What follows belongs to an exercise in optimizing a design on an open flow for small area; a production flow would make more cautious choices. Only simulation tests tie the RTL to the original design; equivalence was not proved. Power is estimated from default activity; no workload was simulated.

==> inputs of job 9236 <==
==> flow/design.v <==
module lights
(
input [1:0] floornum,    
input [1:0] state,
output reg [6:0] floorseg,
output reg [6:0] stateseg
);
always @(*) begin
   case(floornum)
	2'd0: floorseg = 7'b1001111; 
	2'd1: floorseg = 7'b0010010; 
	2'd2: floorseg = 7'b0000110; 
	default: floorseg = 7'b1001100; 
   endcase
end
always @(*) begin
   case(state)
	2'b01: stateseg = 7'b1000001; 
	2'b10: stateseg = 7'b1000010; 
	default: stateseg = 7'b1111111;
   endcase
end
endmodule
module elevatorController
(
input clk, reset, Dsensor, Emergency,
Dopen, Dclose,
F1, F2, F3, F4,
F1up, F2down, F2up,
F3down, F3up, F4down,
output [1:0] state,
output [1:0] dfloor
);
parameter IDLE = 2'b00, UP = 2'b01, DOWN = 2'b10;
parameter C0 = 3'b000, C2 = 3'b011, C3 = 3'b111;
reg [1:0] d;
reg odd;
reg [1:0] es;
reg door;
reg [2:0] c;
reg [1:0] ns;
reg [1:0] nf;
wire done = c[2] & ~c[1];                                    
wire [2:0] c_step = {c[1], c[0] & ~(Dclose & c[2]), ~c[2]};  
wire [3:0] Fin   = {F4, F3, F2, F1};
wire [3:0] Hup   = {1'b0, F3up, F2up, F1up};
wire [3:0] Hdown = {F4down, F3down, F2down, 1'b0};
always @(posedge clk) begin
  if (reset) begin
    d <= 0; odd <= 0; es <= IDLE; door <= 0; ns <= IDLE;
  end else if (odd) begin
    odd <= 0;
    d <= es[0] ? d + 2'd1 : d - 2'd1;
    if (!Emergency) begin
      if (es[0]) begin
        case (d)
        2'd0:  
          if (nf == 2'd1) begin
            if (F3 | F4 | F3up | F4down | F3down) ns <= UP;
            else if (F2up | F2down) ns <= IDLE;
            else if (F1up | F1) ns <= DOWN;
            else ns <= IDLE;
          end else if (nf[1]) begin
            ns <= UP;
            if (F2 | F2up) nf <= 2'd1;
          end
        2'd1:  
          if (nf == 2'd2) begin
            if (F4 | F4down) ns <= UP;
            else if (F3up | F3down | F3) ns <= IDLE;
            else if (F2up | F2down | F2 | F1up | F1) ns <= DOWN;
            else ns <= IDLE;
          end else if (nf == 2'd3) begin
            ns <= UP;
            if (F3 | F3up) nf <= 2'd2;
          end
        default: ;
        endcase
      end else begin
        case (d)
        2'd2:  
          if (nf == 2'd1) begin
            if (F1 | F1up) ns <= DOWN;
            else if (F2 | F2down | F2up) ns <= IDLE;
            else if (F3up | F3 | F3down | F4down | F4) ns <= UP;
            else ns <= IDLE;
          end else if (nf == 2'd0) begin
            ns <= DOWN;
            if (F2 | F2up) nf <= 2'd1;
          end
        2'd3:  
          if (nf == 2'd2) begin
            if (F1 | F2 | F1up | F2down | F2up) ns <= DOWN;
            else if (F3down | F3up | F3) ns <= IDLE;
            else if (F4down | F4) ns <= UP;
            else ns <= IDLE;
          end else if (~nf[1]) begin
            ns <= DOWN;
            if (F3 | F3down) nf <= 2'd2;
          end
        default: ;
        endcase
      end
    end
  end else if (Emergency) begin
    door <= 1; ns <= IDLE; c <= C0; es <= IDLE;
  end else if (es == IDLE) begin
    if (door) begin
      if (done) door <= Dsensor;
      else c <= c_step;
    end else if (ns == IDLE) begin
      c <= C0;
      case (d)
      2'd0:
        if (F1up) begin door <= 1; ns <= UP; end
        else if (F2up)   begin ns <= UP;   nf <= 2'd1; odd <= 1; es <= UP; end
        else if (F2down) begin ns <= DOWN; nf <= 2'd1; odd <= 1; es <= UP; end
        else if (F3up)   begin ns <= UP;   nf <= 2'd2; odd <= 1; es <= UP; end
        else if (F3down) begin ns <= DOWN; nf <= 2'd2; odd <= 1; es <= UP; end
        else if (F4down) begin ns <= DOWN; nf <= 2'd3; odd <= 1; es <= UP; end
        else if (Dopen | F1) door <= 1;
        else if (F2) begin nf <= 2'd1; odd <= 1; es <= UP; end
        else if (F3) begin nf <= 2'd2; odd <= 1; es <= UP; end
        else if (F4) begin nf <= 2'd3; odd <= 1; es <= UP; end
      2'd1:
        if (F2up) begin door <= 1; ns <= UP; end
        else if (F2down) begin door <= 1; ns <= DOWN; end
        else if (F3up)   begin ns <= UP;   nf <= 2'd2; odd <= 1; es <= UP; end
        else if (F3down) begin ns <= DOWN; nf <= 2'd2; odd <= 1; es <= UP; end
        else if (F1up)   begin ns <= UP;   nf <= 2'd0; odd <= 1; es <= DOWN; end
        else if (F4down) begin ns <= DOWN; nf <= 2'd3; odd <= 1; es <= UP; end
        else if (Dopen | F2) door <= 1;
        else if (F3) begin ns <= UP;   nf <= 2'd2; odd <= 1; es <= UP; end
        else if (F1) begin ns <= DOWN; nf <= 2'd0; odd <= 1; es <= DOWN; end
        else if (F4) begin ns <= UP;   nf <= 2'd3; odd <= 1; es <= UP; end
      2'd2:
        if (F3down) begin door <= 1; ns <= DOWN; end
        else if (F3up) begin door <= 1; ns <= UP; end
        else if (F2down) begin ns <= DOWN; nf <= 2'd1; odd <= 1; es <= DOWN; end
        else if (F2up)   begin ns <= UP;   nf <= 2'd1; odd <= 1; es <= DOWN; end
        else if (F4down) begin ns <= DOWN; nf <= 2'd3; odd <= 1; es <= UP; end
        else if (F1up)   begin ns <= UP;   nf <= 2'd0; odd <= 1; es <= DOWN; end
        else if (Dopen | F3) door <= 1;
        else if (F2) begin ns <= DOWN; nf <= 2'd1; odd <= 1; es <= DOWN; end
        else if (F4) begin ns <= UP;   nf <= 2'd3; odd <= 1; es <= UP; end
        else if (F1) begin ns <= DOWN; nf <= 2'd0; odd <= 1; es <= DOWN; end
      2'd3:
        if (F4down) begin door <= 1; ns <= DOWN; end
        else if (F3down) begin ns <= DOWN; nf <= 2'd2; odd <= 1; es <= DOWN; end
        else if (F3up)   begin ns <= UP;   nf <= 2'd2; odd <= 1; es <= DOWN; end
        else if (F2down) begin ns <= DOWN; nf <= 2'd1; odd <= 1; es <= DOWN; end
        else if (F2up)   begin ns <= UP;   nf <= 2'd1; odd <= 1; es <= DOWN; end
        else if (F1up)   begin ns <= UP;   nf <= 2'd0; odd <= 1; es <= DOWN; end
        else if (Dopen | F4) door <= 1;
        else if (F3) begin nf <= 2'd2; odd <= 1; es <= DOWN; end
        else if (F2) begin nf <= 2'd1; odd <= 1; es <= DOWN; end
        else if (F1) begin nf <= 2'd0; odd <= 1; es <= DOWN; end
      endcase
    end else begin
      c <= C2;
      case (d)
      2'd0:
        if (F1 | Dopen | F1up) door <= 1;
        else if (F2) begin nf <= 2'd1; odd <= 1; es <= UP; end
        else if (F3) begin nf <= 2'd2; odd <= 1; es <= UP; end
        else if (F4) begin nf <= 2'd3; odd <= 1; es <= UP; end
        else ns <= IDLE;
      2'd1:
        if (ns[0]) begin
          if (F2 | Dopen | F2up) door <= 1;
          else if (F3) begin nf <= 2'd2; odd <= 1; es <= UP; end
          else if (F4) begin nf <= 2'd3; odd <= 1; es <= UP; end
          else ns <= IDLE;
        end else begin
          if (F2 | Dopen | F2down) door <= 1;
          else if (F1) begin nf <= 2'd0; odd <= 1; es <= DOWN; end
          else ns <= IDLE;
        end
      2'd2:
        if (ns[1]) begin
          if (F3 | Dopen | F3down) door <= 1;
          else if (F2) begin nf <= 2'd1; odd <= 1; es <= DOWN; end
          else if (F1) begin nf <= 2'd0; odd <= 1; es <= DOWN; end
          else ns <= IDLE;
        end else begin
          if (F3 | Dopen | F3up) door <= 1;
          else if (F4) begin nf <= 2'd3; odd <= 1; es <= UP; end
          else ns <= IDLE;
        end
      2'd3:
        if (F4 | Dopen | F4down) door <= 1;
        else if (F3) begin nf <= 2'd2; odd <= 1; es <= DOWN; end
        else if (F2) begin nf <= 2'd1; odd <= 1; es <= DOWN; end
        else if (F1) begin nf <= 2'd0; odd <= 1; es <= DOWN; end
        else ns <= IDLE;
      endcase
    end
  end else if (d == 2'd0 || d == 2'd3) begin
    es <= IDLE; ns <= IDLE; c <= C0; door <= 1;
  end else if (~door) begin
    if (nf == d) begin door <= 1; c <= C0; end
    else odd <= 1;
  end else if (~done) begin
    c <= c_step;
  end else if (~Dsensor) begin
    if (d == 2'd1) begin
      if (ns == UP) begin
        if (F2 | F2up) c <= C3;
        else begin odd <= 1; es <= UP; door <= 0; nf <= (es[0] & ~(F3 | F3up)) ? 2'd3 : 2'd2; end
      end else if (ns == DOWN) begin
        if (F2 | F2down) c <= C3;
        else begin odd <= 1; es <= DOWN; door <= 0; nf <= 2'd0; end
      end else begin
        es <= IDLE; door <= 0;
      end
    end else begin
      if (ns == UP) begin
        if (es[0] & (F3 | F3up)) c <= C3;
        else begin odd <= 1; es <= UP; door <= 0; nf <= 2'd3; end
      end else if (ns == DOWN) begin
        if (F3 | F3down) c <= C3;
        else begin odd <= 1; es <= DOWN; door <= 0; nf <= (F2 | F2down) ? 2'd1 : 2'd0; end
      end else begin
        es <= IDLE; door <= 0;
      end
    end
  end
end
assign state = es;
assign dfloor = d;
endmodule
module elevator_top
(
input clk, reset, Dsensor, Emergency,
Dopen, Dclose,
F1, F2, F3, F4,
F1up, F2down, F2up,
F3down, F3up, F4down,
output [6:0] floordisp, 
output [6:0] statedisp, 
output emergencylight 
);
wire [1:0] dfloor;   
wire [1:0] state;
elevatorController eC1(
clk, reset, Dsensor, Emergency, Dopen, Dclose,
F1, F2, F3, F4, F1up, F2down, F2up, F3down, F3up, F4down,
state, dfloor);
lights lut1(dfloor, state, floordisp, statedisp);
assign emergencylight = Emergency;
endmodule
==> flow/flow/run.sh <==
#!/bin/bash
# Layout flow: the standard synthesis, then the combinational logic between
# the standard synthesis's flip-flops is re-optimised for area with ABC
# (flip-flop instances, names and cell types are kept; eight tries with
# different ABC seeds, the smallest is used), then the standard flow from
# floorplan to finish.
set -euo pipefail
RES=$PWD/orfs/results/$FLOW_PLATFORM/elevator_top/base
bash standard.sh $RES/1_2_yosys.v > standard_synth.log 2>&1
cp $RES/1_2_yosys.v $RES/1_2_yosys_std.v
LIB=$FLOW_HOME/platforms/$FLOW_PLATFORM/lib/sky130_fd_sc_hd__tt_025C_1v80.lib
for s in 1 2 3 4 5 6 7 8; do
  sed -e "s#@SEED@#$s#g" flow/area.abc > area_$s.abc
  sed -e "s#@LIB@#$LIB#g" -e "s#@IN@#$RES/1_2_yosys_std.v#g" -e "s#@OUT@#$PWD/resynth_$s.v#g" \
      -e "s#@ABC@#$PWD/area_$s.abc#g" -e "s#@STAT@#$PWD/resynth_$s.stat#g" flow/resynth.ys > resynth_$s.ys
done
for s in 1 2 3 4 5 6 7 8; do
  yosys -s resynth_$s.ys > resynth_$s.log 2>&1 &
  if [ $s = 4 ]; then wait; fi
done
wait
best=$(for s in 1 2 3 4 5 6 7 8; do echo "$(grep 'Chip area' resynth_$s.stat | awk '{print $NF}') $s"; done | sort -g | head -1 | awk '{print $2}')
echo "using resynth_$best" > resynth_choice.txt
cat resynth_*.stat | grep 'Chip area' >> resynth_choice.txt
cp resynth_$best.v $RES/1_2_yosys.v
# ports are buffered with the smallest buffer
bash standard.sh BUFFER_PORTS_ARGS="-buffer_cell sky130_fd_sc_hd__buf_1" finish > standard_finish.log 2>&1
==> flow/flow/area.abc <==
strash
&get -n
&deepsyn -T 60 -S @SEED@
&put
dch -f
amap
topo
==> flow/flow/resynth.ys <==
# read the cells' functions, keep the flip-flops and tie cells as instances
read_liberty -ignore_miss_func @LIB@
read_verilog -defer @IN@
hierarchy -top elevator_top
blackbox sky130_fd_sc_hd__df* sky130_fd_sc_hd__conb_1
# hide the names of the combinational cells so that nets keep the netlist's names
rename -hide c:* t:sky130_fd_sc_hd__df* %d
flatten
opt -purge
abc -script @ABC@ -liberty @LIB@ -dont_use sky130_fd_sc_hd__probe_p_8 -dont_use sky130_fd_sc_hd__probec_p_8 -dont_use sky130_fd_sc_hd__lpflow_*
opt_clean -purge
hilomap -singleton -hicell sky130_fd_sc_hd__conb_1 HI -locell sky130_fd_sc_hd__conb_1 LO
insbuf -buf sky130_fd_sc_hd__buf_1 A X
splitnets
opt_clean -purge
select elevator_top
write_verilog -noattr -noexpr -nohex -nodec -selected @OUT@
select -clear
blackbox sky130_fd_sc_hd__*
tee -o @STAT@ stat -liberty @LIB@
==> flow/standard.sh <==
#!/bin/bash
# synth_recipe.tcl (not shown) runs the flow's synth.tcl, then flattens the netlist and writes it again
# the make line also repeats each setting of config.mk as NAME=value (left out here)
make -C /OpenROAD-flow-scripts/flow DESIGN_CONFIG=/design/flow/config.mk WORK_HOME=/design/flow/orfs CLKGATE_MAP_FILE= SYNTH_SCRIPT=/design/flow/synth_recipe.tcl "${@:-finish}"
==> flow/config.mk <==
export PLATFORM = sky130hd
export DESIGN_NAME = elevator_top
export DESIGN_NICKNAME = elevator_top
export VERILOG_FILES = /design/flow/design.v
export SDC_FILE = /design/flow/constraint.sdc
export NUM_CORES = 4
export LEC_CHECK = 0
export CAP_MARGIN = 20
export CORE_MARGIN = 2
export CORE_UTILIZATION = 30
export CTS_BUF_LIST = sky130_fd_sc_hd__clkbuf_4
export CTS_CLUSTER_DIAMETER = 100
export CTS_CLUSTER_SIZE = 30
export PLACE_DENSITY = 0.5
export SLEW_MARGIN = 20
==> flow/constraint.sdc <==
create_clock -name core_clock -period 5.0 [get_ports {clk}]
set_input_delay 1.0000 -clock core_clock [delete_from_list [all_inputs] [get_ports {clk}]]
set_output_delay 1.0000 -clock core_clock [all_outputs]
set_load 0.01 [all_outputs]
==> job 4989: changes against job 9236 <==
==> flow/design.v (replaced) <==
module lights
(
input [1:0] floornum,    
input [1:0] state,
output reg [6:0] floorseg,
output reg [6:0] stateseg
);
always @(*) begin
   case(floornum)
	2'd0: floorseg = 7'b1001111; 
	2'd1: floorseg = 7'b0010010; 
	2'd2: floorseg = 7'b0000110; 
	default: floorseg = 7'b1001100; 
   endcase
end
always @(*) begin
   case(state)
	2'b01: stateseg = 7'b1000001; 
	2'b10: stateseg = 7'b1000010; 
	default: stateseg = 7'b1111111;
   endcase
end
endmodule
module elevatorController
(
input clk, reset, Dsensor, Emergency,
Dopen, Dclose,
F1, F2, F3, F4,
F1up, F2down, F2up,
F3down, F3up, F4down,
output [1:0] state,
output [1:0] dfloor
);
parameter IDLE = 2'b00, UP = 2'b01, DOWN = 2'b10;
parameter C0 = 3'b000, C2 = 3'b011, C3 = 3'b111;
reg [1:0] d;
reg odd;
reg [1:0] es;
reg door;
reg [2:0] c;
reg [1:0] ns;
reg [1:0] nf;
wire done = c[2] & ~c[1];                                    
wire [2:0] c_step = {c[1], c[0] & ~(Dclose & c[2]), ~c[2]};  
wire [3:0] Fin   = {F4, F3, F2, F1};
wire [3:0] Hup   = {1'b0, F3up, F2up, F1up};
wire [3:0] Hdown = {F4down, F3down, F2down, 1'b0};
wire [3:0] hall = Hup | Hdown;
wire anyhall = |hall;
wire [3:0] above = 4'b1110 << d;
wire [3:0] below = (4'b0001 << d) - 4'd1;
wire [3:0] beyond = (ns == IDLE) ? 4'b1111 : (ns[0] ? above : below);
wire [3:0] R = ((ns == IDLE) & anyhall) ? hall : (Fin & beyond);
wire found = |R;
reg [1:0] j;
always @(*) begin
  case (d)
  2'd0: j = R[0] ? 2'd0 : R[1] ? 2'd1 : R[2] ? 2'd2 : 2'd3;
  2'd1: j = R[1] ? 2'd1 : R[2] ? 2'd2 : R[0] ? 2'd0 : 2'd3;
  2'd2: j = R[2] ? 2'd2 : R[1] ? 2'd1 : R[3] ? 2'd3 : 2'd0;
  default: j = R[3] ? 2'd3 : R[2] ? 2'd2 : R[1] ? 2'd1 : 2'd0;
  endcase
end
wire jup = j > d;
wire jdir_up = d[1] ? ~Hdown[j] : Hup[j];
wire [1:0] jdir = jdir_up ? UP : DOWN;
wire [3:0] Hns = ns[0] ? Hup : Hdown;
wire [1:0] n = ns[0] ? d + 2'd1 : d - 2'd1;
wire stay = (Fin[d] | Hns[d]) & ~(d[1] & ns[0] & ~es[0]);
always @(posedge clk) begin
  if (reset) begin
    d <= 0; odd <= 0; es <= IDLE; door <= 0; c <= C0; ns <= IDLE; nf <= 0;
  end else if (odd) begin
    odd <= 0;
    d <= es[0] ? d + 2'd1 : d - 2'd1;
    if (!Emergency) begin
      if (es[0]) begin
        case (d)
        2'd0:  
          if (nf == 2'd1) begin
            if (F3 | F4 | F3up | F4down | F3down) ns <= UP;
            else if (F2up | F2down) ns <= IDLE;
            else if (F1up | F1) ns <= DOWN;
            else ns <= IDLE;
          end else if (nf[1]) begin
            ns <= UP;
            if (F2 | F2up) nf <= 2'd1;
          end
        2'd1:  
          if (nf == 2'd2) begin
            if (F4 | F4down) ns <= UP;
            else if (F3up | F3down | F3) ns <= IDLE;
            else if (F2up | F2down | F2 | F1up | F1) ns <= DOWN;
            else ns <= IDLE;
          end else if (nf == 2'd3) begin
            ns <= UP;
            if (F3 | F3up) nf <= 2'd2;
          end
        default: ;
        endcase
      end else begin
        case (d)
        2'd2:  
          if (nf == 2'd1) begin
            if (F1 | F1up) ns <= DOWN;
            else if (F2 | F2down | F2up) ns <= IDLE;
            else if (F3up | F3 | F3down | F4down | F4) ns <= UP;
            else ns <= IDLE;
          end else if (nf == 2'd0) begin
            ns <= DOWN;
            if (F2 | F2up) nf <= 2'd1;
          end
        2'd3:  
          if (nf == 2'd2) begin
            if (F1 | F2 | F1up | F2down | F2up) ns <= DOWN;
            else if (F3down | F3up | F3) ns <= IDLE;
            else if (F4down | F4) ns <= UP;
            else ns <= IDLE;
          end else if (~nf[1]) begin
            ns <= DOWN;
            if (F3 | F3down) nf <= 2'd2;
          end
        default: ;
        endcase
      end
    end
  end else if (Emergency) begin
    door <= 1; ns <= IDLE; c <= C0; es <= IDLE;
  end else if (es == IDLE) begin
    if (door) begin
      if (done) door <= Dsensor;
      else c <= c_step;
    end else if (ns == IDLE) begin
      c <= C0;
      if (anyhall & (j == d)) begin door <= 1; ns <= jdir; end
      else if (anyhall) begin odd <= 1; es <= jup ? UP : DOWN; ns <= jdir; nf <= j; end
      else if (Dopen | Fin[d]) door <= 1;
      else if (found) begin
        odd <= 1; es <= jup ? UP : DOWN; nf <= j;
        ns <= (d == 2'd1 || d == 2'd2) ? (jup ? UP : DOWN) : IDLE;
      end
    end else begin
      c <= C2;
      if (Dopen | Fin[d] | (ns[0] ? Hup[d] : Hdown[d])) door <= 1;
      else if (found) begin odd <= 1; es <= ns; nf <= j; end
      else ns <= IDLE;
    end
  end else if (d == 2'd0 || d == 2'd3) begin
    es <= IDLE; ns <= IDLE; c <= C0; door <= 1;
  end else if (~door) begin
    if (nf == d) begin door <= 1; c <= C0; end
    else odd <= 1;
  end else if (~done) begin
    c <= c_step;
  end else if (~Dsensor) begin
    if (ns == IDLE) begin
      es <= IDLE; door <= 0;
    end else if (stay) begin
      c <= C3;
    end else begin
      odd <= 1; es <= ns; door <= 0;
      nf <= (Fin[n] | Hns[n] | (d == 2'd1 & ~es[0])) ? n : {2{ns[0]}};
    end
  end
end
assign state = es;
assign dfloor = d;
endmodule
module elevator_top
(
input clk, reset, Dsensor, Emergency,
Dopen, Dclose,
F1, F2, F3, F4,
F1up, F2down, F2up,
F3down, F3up, F4down,
output [6:0] floordisp, 
output [6:0] statedisp, 
output emergencylight 
);
wire [1:0] dfloor;   
wire [1:0] state;
elevatorController eC1(
clk, reset, Dsensor, Emergency, Dopen, Dclose,
F1, F2, F3, F4, F1up, F2down, F2up, F3down, F3up, F4down,
state, dfloor);
lights lut1(dfloor, state, floordisp, statedisp);
assign emergencylight = Emergency;
endmodule
--- a/flow/flow/resynth.ys
+++ b/flow/flow/resynth.ys
@@ -3,5 +3,5 @@
 read_verilog -defer @IN@
 hierarchy -top elevator_top
-blackbox sky130_fd_sc_hd__df* sky130_fd_sc_hd__conb_1
+blackbox sky130_fd_sc_hd__df* sky130_fd_sc_hd__edf* sky130_fd_sc_hd__sdf* sky130_fd_sc_hd__sedf* sky130_fd_sc_hd__dl* sky130_fd_sc_hd__conb_1
 # hide the names of the combinational cells so that nets keep the netlist's names
 rename -hide c:* t:sky130_fd_sc_hd__df* %d
==> job 7009: changes against job 9236 <==
--- a/flow/design.v
+++ b/flow/design.v
@@ -48,5 +48,5 @@
 always @(posedge clk) begin
   if (reset) begin
-    d <= 0; odd <= 0; es <= IDLE; door <= 0; ns <= IDLE;
+    d <= 0; odd <= 0; es <= IDLE; door <= 0; c <= C0; ns <= IDLE; nf <= 0;
   end else if (odd) begin
     odd <= 0;
==> flow/flow/run.sh (replaced) <==
#!/bin/bash
# Layout flow: the standard synthesis, then the combinational logic between
# the standard synthesis's flip-flops is re-optimised for area with ABC
# (flip-flop instances, names and cell types are kept; four tries with
# different ABC seeds, the smallest is used), then the standard flow from
# floorplan to finish.
set -euo pipefail
RES=$PWD/orfs/results/$FLOW_PLATFORM/elevator_top/base
bash standard.sh $RES/1_2_yosys.v > standard_synth.log 2>&1
cp $RES/1_2_yosys.v $RES/1_2_yosys_std.v
LIB=$FLOW_HOME/platforms/$FLOW_PLATFORM/lib/sky130_fd_sc_hd__tt_025C_1v80.lib
for s in 1 2 3 4; do
  sed -e "s#@SEED@#$s#g" flow/area.abc > area_$s.abc
  sed -e "s#@LIB@#$LIB#g" -e "s#@IN@#$RES/1_2_yosys_std.v#g" -e "s#@OUT@#$PWD/resynth_$s.v#g" \
      -e "s#@ABC@#$PWD/area_$s.abc#g" -e "s#@STAT@#$PWD/resynth_$s.stat#g" flow/resynth.ys > resynth_$s.ys
  yosys -s resynth_$s.ys > resynth_$s.log 2>&1 &
done
wait
best=$(for s in 1 2 3 4; do echo "$(grep 'Chip area' resynth_$s.stat | awk '{print $NF}') $s"; done | sort -g | head -1 | awk '{print $2}')
echo "using resynth_$best" > resynth_choice.txt
cat resynth_*.stat | grep 'Chip area' >> resynth_choice.txt
cp resynth_$best.v $RES/1_2_yosys.v
bash standard.sh BUFFER_PORTS_ARGS="-buffer_cell sky130_fd_sc_hd__buf_1" finish > standard_finish.log 2>&1
==> flow_summary.yaml <==
run_status:
  outcome: "complete, no violations"
finish:
  largest_register: "eC1.c"
routing:
  dr_wl_met2_um: 2150
job:
  maxCapViolCount: 0
place:
  postPlaceCellArea_um2: 1470
critical_path:
  cp-start-kind: "flop"
power:
  p_total_uw: 775
global_routing:
  grt_usage: 0.201
the above is filed under job 7009

==> flow_summary.yaml <==
yosys:
  yosys_warnings: 2
run_status:
  error: "[ERROR ORD-2013] instance _415__reg LEF master $_DFF_P_ not found."
  outcome: "stopped before the end"
  lastStage: "netlist read-in after synthesis (1_synth)"
the above is filed under job 9236

==> flow_summary.yaml <==
run_status:
  outcome: "complete, no violations"
job:
  maxCapViolCount: 0
critical_path:
  cp-start-kind: "input port"
place:
  postPlaceCellArea_um2: 1310
  dp_cells: 258
sta:
  holdWs_ns: 0.488
clock_network:
  clockBufferDepth: 2
routing:
  dr_wl_met2_um: 1700
the above is filed under job 4989

## port drivers added, routing unchanged
The results above use ideal ports. As a check the final layouts listed here were re-extracted and re-timed, cells and wires unchanged. Step 1 assumes that a clkbuf_16 drives the clock port and a buf_2 every other input. Step 2 adds t to the input delays and takes it off the output delays; t is the mean of the earliest and latest rising clock arrival at the registers after step 1. Input paths then give back, and output paths get back, about the clock's delay inside the block. Three values: ideal ports, drivers, drivers and shift; two values: the first two.
run | t (ns) | setup WS [ns] | worst register clock-pin slew, ns | pins driven straight from the clock port
job 4989 | 0.295 | 1.138 / 1.142 / 0.846 | 0.08 / 0.08 | 1
job 7009 | 0.297 | 1.430 / 1.430 / 1.193 | 0.08 / 0.08 | 1
After both steps every run listed still meets setup and hold. The setup slack of job 4989, which loses most, moves by +0.004 ns with the drivers and by -0.292 ns with both steps.
